This design comes from an exercise in tuning for small area on the open sky130 flow, not from production work. Function was checked by simulation only, so behaviour that the tests miss may differ from the original.

==> exp/onyx: inputs <==
==> flow/design.v <==
module displayLogic(input logic [3:0] dispNum, output logic [6:0] dispOut);	 
always_comb
	begin
		case (dispNum)
			4'd0: dispOut=7'b1000000;
			4'd1: dispOut=7'b1111001;
			4'd2: dispOut=7'b0100100;
			4'd3: dispOut=7'b0110000;
			4'd4: dispOut=7'b0011001;
			4'd5: dispOut=7'b0010010;
			4'd6: dispOut=7'b0000010;
			4'd7: dispOut=7'b1111000;
			4'd8: dispOut=7'b0000000;
			4'd9: dispOut=7'b0011000;
			default: dispOut=7'bxxxxxxx;	 
		endcase
	end
endmodule
module dualDisp(input logic [3:0] inputValue, output logic [6:0] disp1, disp2);
logic ten;
logic [3:0] units;
always_comb begin
	ten = inputValue >= 4'd10;
	units = ten ? inputValue - 4'd10 : inputValue;
end
assign disp1 = ten ? 7'b1111001 : 7'b1000000;
displayLogic display2(.dispNum(units), .dispOut(disp2));
endmodule
module bitcrush(input logic [31:0] inleft, inright,	 
				input logic reset, clock, slow_tick,
				output logic [31:0] outleft, outright,
				output logic valid);	 
always_ff @(posedge clock) begin
	if(slow_tick) begin
		outleft<=inleft;
		outright<=inright;
	end
end
always_ff @(posedge clock or negedge reset) begin
	if(~reset) valid<=1'b0;
	else if(slow_tick) valid<=1'b1;
end
endmodule
module compressor(input logic [31:0] inleft, inright,	 
				  input logic clock, reset,
				  output logic [31:0] avgleft, avgright);
	logic [4:0] cnt;
	logic full;
	assign full = (cnt == 5'd20);
	always_ff @(posedge clock or negedge reset) begin
		if (~reset) cnt <= 5'd0;
		else if (!full) cnt <= cnt + 5'd1;
	end
	avg20 l(.clock(clock), .reset(reset), .full(full), .in(inleft), .avg(avgleft));
	avg20 r(.clock(clock), .reset(reset), .full(full), .in(inright), .avg(avgright));
endmodule
module avg20(input logic clock, reset, full,
			 input logic [31:0] in,
			 output logic [31:0] avg);
	logic [31:0] h [0:19];	 
	logic [36:0] s, sn;		 
	logic [36:0] cs, cc;	 
	logic [31:0] nh;
	logic unused;
	assign nh = ~(h[19] & {32{full}});
	always_comb begin
		for (int i = 0; i < 32; i++) begin
			cs[i] = s[i] ^ in[i] ^ nh[i];
			cc[i+1] = (s[i] & in[i]) | (s[i] & nh[i]) | (in[i] & nh[i]);
		end
		for (int i = 32; i < 37; i++) cs[i] = ~s[i];
		for (int i = 32; i < 36; i++) cc[i+1] = s[i];
		cc[0] = 1'b1;
	end
	rca #(37) add(.a(cs), .b(cc), .ci(1'b0), .s(sn), .co(unused));
	always_ff @(posedge clock) begin
		h[0] <= in;
		for (int k = 1; k < 20; k++) h[k] <= h[k-1];
		avg <= div20(s);
	end
	always_ff @(posedge clock or negedge reset) begin
		if (~reset) s <= 37'd0;
		else s <= sn;
	end
	function automatic logic [2:0] mod5(input logic [34:0] x);
		logic [6:0] ds;
		logic [4:0] f;
		ds = 7'(x[3:0]) + 7'(x[7:4]) + 7'(x[11:8]) + 7'(x[15:12]) + 7'(x[19:16])
		   + 7'(x[23:20]) + 7'(x[27:24]) + 7'(x[31:28]) + 7'(x[34:32]);
		f = 5'(ds[3:0]) + 5'(ds[6:4]);
		mod5 = 3'(f % 5'd5);
	endfunction
	function automatic logic [31:0] div20(input logic [36:0] v);
		logic [34:0] x;
		logic [2:0] r;
		logic [31:0] q;
		logic c, a, rc;
		x = v[36:2];
		r = mod5(x);
		q[0] = x[0] ^ r[0];
		c = q[0] & r[0];
		q[1] = x[1] ^ r[1] ^ c;
		c = (q[1] & r[1]) | (q[1] & c) | (r[1] & c);
		rc = r[2] | c;		 
		q[2] = x[2] ^ q[0] ^ rc;
		c = (q[2] & q[0]) | (q[2] & rc) | (q[0] & rc);
		for (int i = 3; i < 32; i++) begin
			a = q[i-2];
			q[i] = x[i] ^ a ^ c;
			c = (~x[i] & a) | (~x[i] & c) | (a & c);
		end
		div20 = q;
	endfunction
endmodule
module visualizer(input logic clock, com_tick, reset,	 
				  input logic [31:0] right, left,
				  output logic [25:0] lights);
	logic [32:0] both;
	logic [26:0] m;
	logic [26:0] g [1:9];	 
	logic [3:0] vcnt;
	logic vfull;
	logic [30:0] t, tn;		 
	logic [31:0] sum10;
	logic [4:0] lvl;		 
	logic [4:0] rmsLvl, litLvl;
	logic [25:0] ge;
	logic unused1, unused2;
	rca #(32) addlr(.a(left), .b(right), .ci(1'b0), .s(both[31:0]), .co(both[32]));
	assign m = (|both[32:28]) ? {27{1'b1}} : both[27:1];
	assign vfull = (vcnt == 4'd9);
	rca #(31) add10(.a({4'd0, m}), .b(t), .ci(1'b0), .s(sum10[30:0]), .co(sum10[31]));
	rca #(31) sub9(.a(sum10[30:0]), .b(~{4'd0, g[9] & {27{vfull}}}), .ci(1'b1), .s(tn), .co(unused1));
	function automatic logic ge_k(input logic [31:0] x, input logic [31:0] k);
		logic r;
		r = 1'b1;
		for (int i = 0; i < 32; i++) r = k[i] ? (x[i] & r) : (x[i] | r);
		ge_k = r;
	endfunction
	always_comb begin
		for (int i = 0; i < 26; i++) ge[i] = ge_k(sum10, 32'(3000000*i + 10));
		lvl = 5'd0;
		for (int i = 0; i < 26; i++) if (ge[i]) lvl = 5'(i + 1);
	end
	always_ff @(posedge clock) begin
		if (com_tick) begin
			g[1] <= m;
			for (int k = 2; k <= 9; k++) g[k] <= g[k-1];
		end
	end
	always_ff @(posedge clock or negedge reset) begin
		if (~reset) begin
			vcnt <= 4'd0;
			t <= 31'd0;
			rmsLvl <= 5'd0;
			litLvl <= 5'd0;
		end else if (com_tick) begin
			if (!vfull) vcnt <= vcnt + 4'd1;
			t <= tn;
			rmsLvl <= lvl;
			litLvl <= rmsLvl;
		end
	end
	always_comb
		for (int i = 0; i < 26; i++) lights[i] = (litLvl > 5'(i));
endmodule
module fxfsm(input logic clock, slow_tick, reset,	 
			 input logic [3:0] sel,
			 input logic [31:0] leftin, rightin,
			 output logic [31:0] leftout, rightout);
	logic [31:0] bcright, bcleft, avgleft, avgright;
	logic bcvalid;
	logic sBC, sMONO, sB8, sCOMP, idle, selz;
	assign idle = ~(sBC | sMONO | sB8 | sCOMP);
	assign selz = (sel == 4'b0000);
	always_ff @(posedge clock or negedge reset) begin
		if (~reset) begin
			sBC <= 1'b0; sMONO <= 1'b0; sB8 <= 1'b0; sCOMP <= 1'b0;
		end else begin
			sBC   <= idle ? (sel == 4'b0001) : (sBC   & ~selz);
			sMONO <= idle ? (sel == 4'b0010) : (sMONO & ~selz);
			sB8   <= idle ? (sel == 4'b0100) : (sB8   & ~selz);
			sCOMP <= idle ? (sel == 4'b1000) : (sCOMP & ~selz);
		end
	end
	logic lbig, rbig;	 
	assign lbig = leftin[31] | (&leftin[30:0]);
	assign rbig = rightin[31] | (&rightin[30:0]);
	logic lIn, lBc, lB8, lAvg, rIn, rBc, rL, rB8, rAvg;
	assign lIn  = idle | sMONO | (sCOMP & ~lbig);
	assign lBc  = sBC & bcvalid;
	assign lB8  = sB8;
	assign lAvg = sCOMP & lbig;
	assign rIn  = idle | (sCOMP & ~rbig);
	assign rBc  = sBC & bcvalid;
	assign rL   = sMONO;
	assign rB8  = sB8;
	assign rAvg = sCOMP & rbig;
	logic [31:0] nl, nr;
	assign nl = (leftin & {32{lIn}}) | (bcleft & {32{lBc}}) | ({8'd0, leftin[31:8]} & {32{lB8}})
			  | (avgleft & {32{lAvg}});
	assign nr = (rightin & {32{rIn}}) | (bcright & {32{rBc}}) | (leftin & {32{rL}})
			  | ({8'd0, rightin[31:8]} & {32{rB8}}) | (avgright & {32{rAvg}});
	always_ff @(posedge clock or negedge reset) begin
		if (~reset) begin
			leftout <= 32'd0;
			rightout <= 32'd0;
		end else begin
			leftout <= nl;
			rightout <= nr;
		end
	end
	compressor comp(.inleft(leftin), .inright(rightin), .clock(clock), .reset(reset),
					.avgleft(avgleft), .avgright(avgright));
	bitcrush bc(.inright(rightin), .inleft(leftin), .clock(clock), .slow_tick(slow_tick),
				.reset(reset), .outright(bcright), .outleft(bcleft), .valid(bcvalid));
endmodule
module reset(input logic clk, rst,
					output logic rstSync);
	logic intRst;
	always_ff@(posedge clk or negedge rst) begin
		if(~rst) begin
			intRst<=1'b0;
			rstSync<=1'b0;
		end else begin
			intRst<=1'b1;
			rstSync<=intRst;
		end
	end
endmodule
module audiotrans(		input logic CLOCK_50, reset_in,
						input logic slow_tick, com_tick,
						input logic [0:3] volume,
						input logic [3:0] sel,
						input logic [31:0] left_in, right_in,
						output logic [31:0] left_out, right_out,
						output logic [25:0] lights,
						output logic [6:0] vol0, vol1);
	logic reset;
	logic [31:0] right_internal, left_internal;
	logic [3:0] vol;
	assign vol = {volume[0], volume[1], volume[2], volume[3]};
	volmul lmul(.a(left_internal), .v(vol), .y(left_out));
	volmul rmul(.a(right_internal), .v(vol), .y(right_out));
	reset rst(.clk(CLOCK_50), .rst(reset_in), .rstSync(reset));
	fxfsm fx(.clock(CLOCK_50), .slow_tick(slow_tick), .reset(reset), .sel(sel),
			 .leftin(left_in), .rightin(right_in),
			 .leftout(left_internal), .rightout(right_internal));
	visualizer viz(.clock(CLOCK_50), .com_tick(com_tick), .reset(reset),
				   .right(right_internal), .left(left_internal), .lights(lights));
	dualDisp dispVolume(.inputValue(vol), .disp1(vol0), .disp2(vol1));
endmodule
module rca #(parameter int W = 32) (input logic [W-1:0] a, b, input logic ci,
									output logic [W-1:0] s, output logic co);
	logic [W:0] c;
	assign c[0] = ci;
	for (genvar i = 0; i < W; i++) begin : bit_
		assign s[i] = a[i] ^ b[i] ^ c[i];
		assign c[i+1] = (a[i] & b[i]) | (a[i] & c[i]) | (b[i] & c[i]);
	end
	assign co = c[W];
endmodule
module volmul(input logic [31:0] a, input logic [3:0] v, output logic [31:0] y);
	logic [31:0] p0, p1, p2, p3, s1, s2;
	logic unused1, unused2, unused3;
	assign p0 = a & {32{v[0]}};
	assign p1 = {a[30:0], 1'b0} & {32{v[1]}};
	assign p2 = {a[29:0], 2'b0} & {32{v[2]}};
	assign p3 = {a[28:0], 3'b0} & {32{v[3]}};
	rca #(32) r1(.a(p0), .b(p1), .ci(1'b0), .s(s1), .co(unused1));
	rca #(32) r2(.a(s1), .b(p2), .ci(1'b0), .s(s2), .co(unused2));
	rca #(32) r3(.a(s2), .b(p3), .ci(1'b0), .s(y), .co(unused3));
endmodule
==> flow/run.sh <==
#!/bin/bash
# synth_recipe.tcl (not shown) runs the flow's synth.tcl, then flattens the netlist and writes it again
# the make line also repeats each setting of config.mk as NAME=value (left out here)
make -C /OpenROAD-flow-scripts/flow DESIGN_CONFIG=/design/flow/config.mk WORK_HOME=/design/flow/orfs CLKGATE_MAP_FILE= SYNTH_SCRIPT=/design/flow/synth_recipe.tcl finish
==> flow/config.mk <==
export PLATFORM = sky130hd
export DESIGN_NAME = audiotrans
export DESIGN_NICKNAME = audiotrans
export VERILOG_FILES = /design/flow/design.v
export SDC_FILE = /design/flow/constraint.sdc
export NUM_CORES = 4
export LEC_CHECK = 0
export CAP_MARGIN = 20
export CORE_MARGIN = 2
export CORE_UTILIZATION = 40
export CTS_BUF_LIST = sky130_fd_sc_hd__clkbuf_4
export CTS_CLUSTER_SIZE = 30
export SLEW_MARGIN = 20
==> flow/constraint.sdc <==
create_clock -name core_clock -period 30.0 [get_ports {CLOCK_50}]
set_input_delay 6.0000 -clock core_clock [delete_from_list [all_inputs] [get_ports {CLOCK_50}]]
set_output_delay 6.0000 -clock core_clock [all_outputs]
set_load 0.01 [all_outputs]
==> exp/pepper (differences from exp/onyx) <==
--- a/flow/config.mk
+++ b/flow/config.mk
@@ -7,7 +7,7 @@
 export LEC_CHECK = 0
 export CAP_MARGIN = 20
 export CORE_MARGIN = 2
-export CORE_UTILIZATION = 40
-export CTS_BUF_LIST = sky130_fd_sc_hd__clkbuf_4
-export CTS_CLUSTER_SIZE = 30
+export CORE_UTILIZATION = 65
+export CTS_BUF_LIST = sky130_fd_sc_hd__clkbuf_8
+export CTS_CLUSTER_SIZE = 40
 export SLEW_MARGIN = 20
==> run summary <==
Worst setup slack: exp/onyx is higher than exp/pepper (0.11 ns). Die area: exp/onyx is larger than exp/pepper (62%). In exp/pepper the non-clock buffer count is lower than in exp/onyx, by 5. Of exp/pepper and exp/onyx, exp/pepper has the higher wire length (gap about 0.55%, measured against exp/onyx).

[static timing again, ports no longer ideal]
In the flow no input, the clock included, has a driving cell. The finished layouts below were timed again as built, in two steps.
Step 1 sets driving cells, clkbuf_16 on the clock port and buf_2 on the other inputs (assumed; they add their load-dependent delay and slew).
Step 2 times the ports against the registers' clock, not the clock port: input delays grow and output delays shrink by t, the midpoint of the rising clock arrivals with the driver on.
Three values: no drivers, after step 1, after step 2; two values: the first two.
| run | t (ns) | setup WS [ns] | clock arrival spread, ns | worst register clock-pin slew, ns | worst data-port slew with drivers (ns) |
|---|---|---|---|---|---|
| exp/onyx | 1.299 | 1.177 / 1.177 / 1.177 | 0.124 / 0.124 | 0.08 / 0.08 | 0.14 |
| exp/pepper | 0.968 | 1.062 / 1.062 / 1.062 | 0.108 / 0.108 | 0.07 / 0.07 | 0.12 |
After both steps every run listed still meets setup and hold.
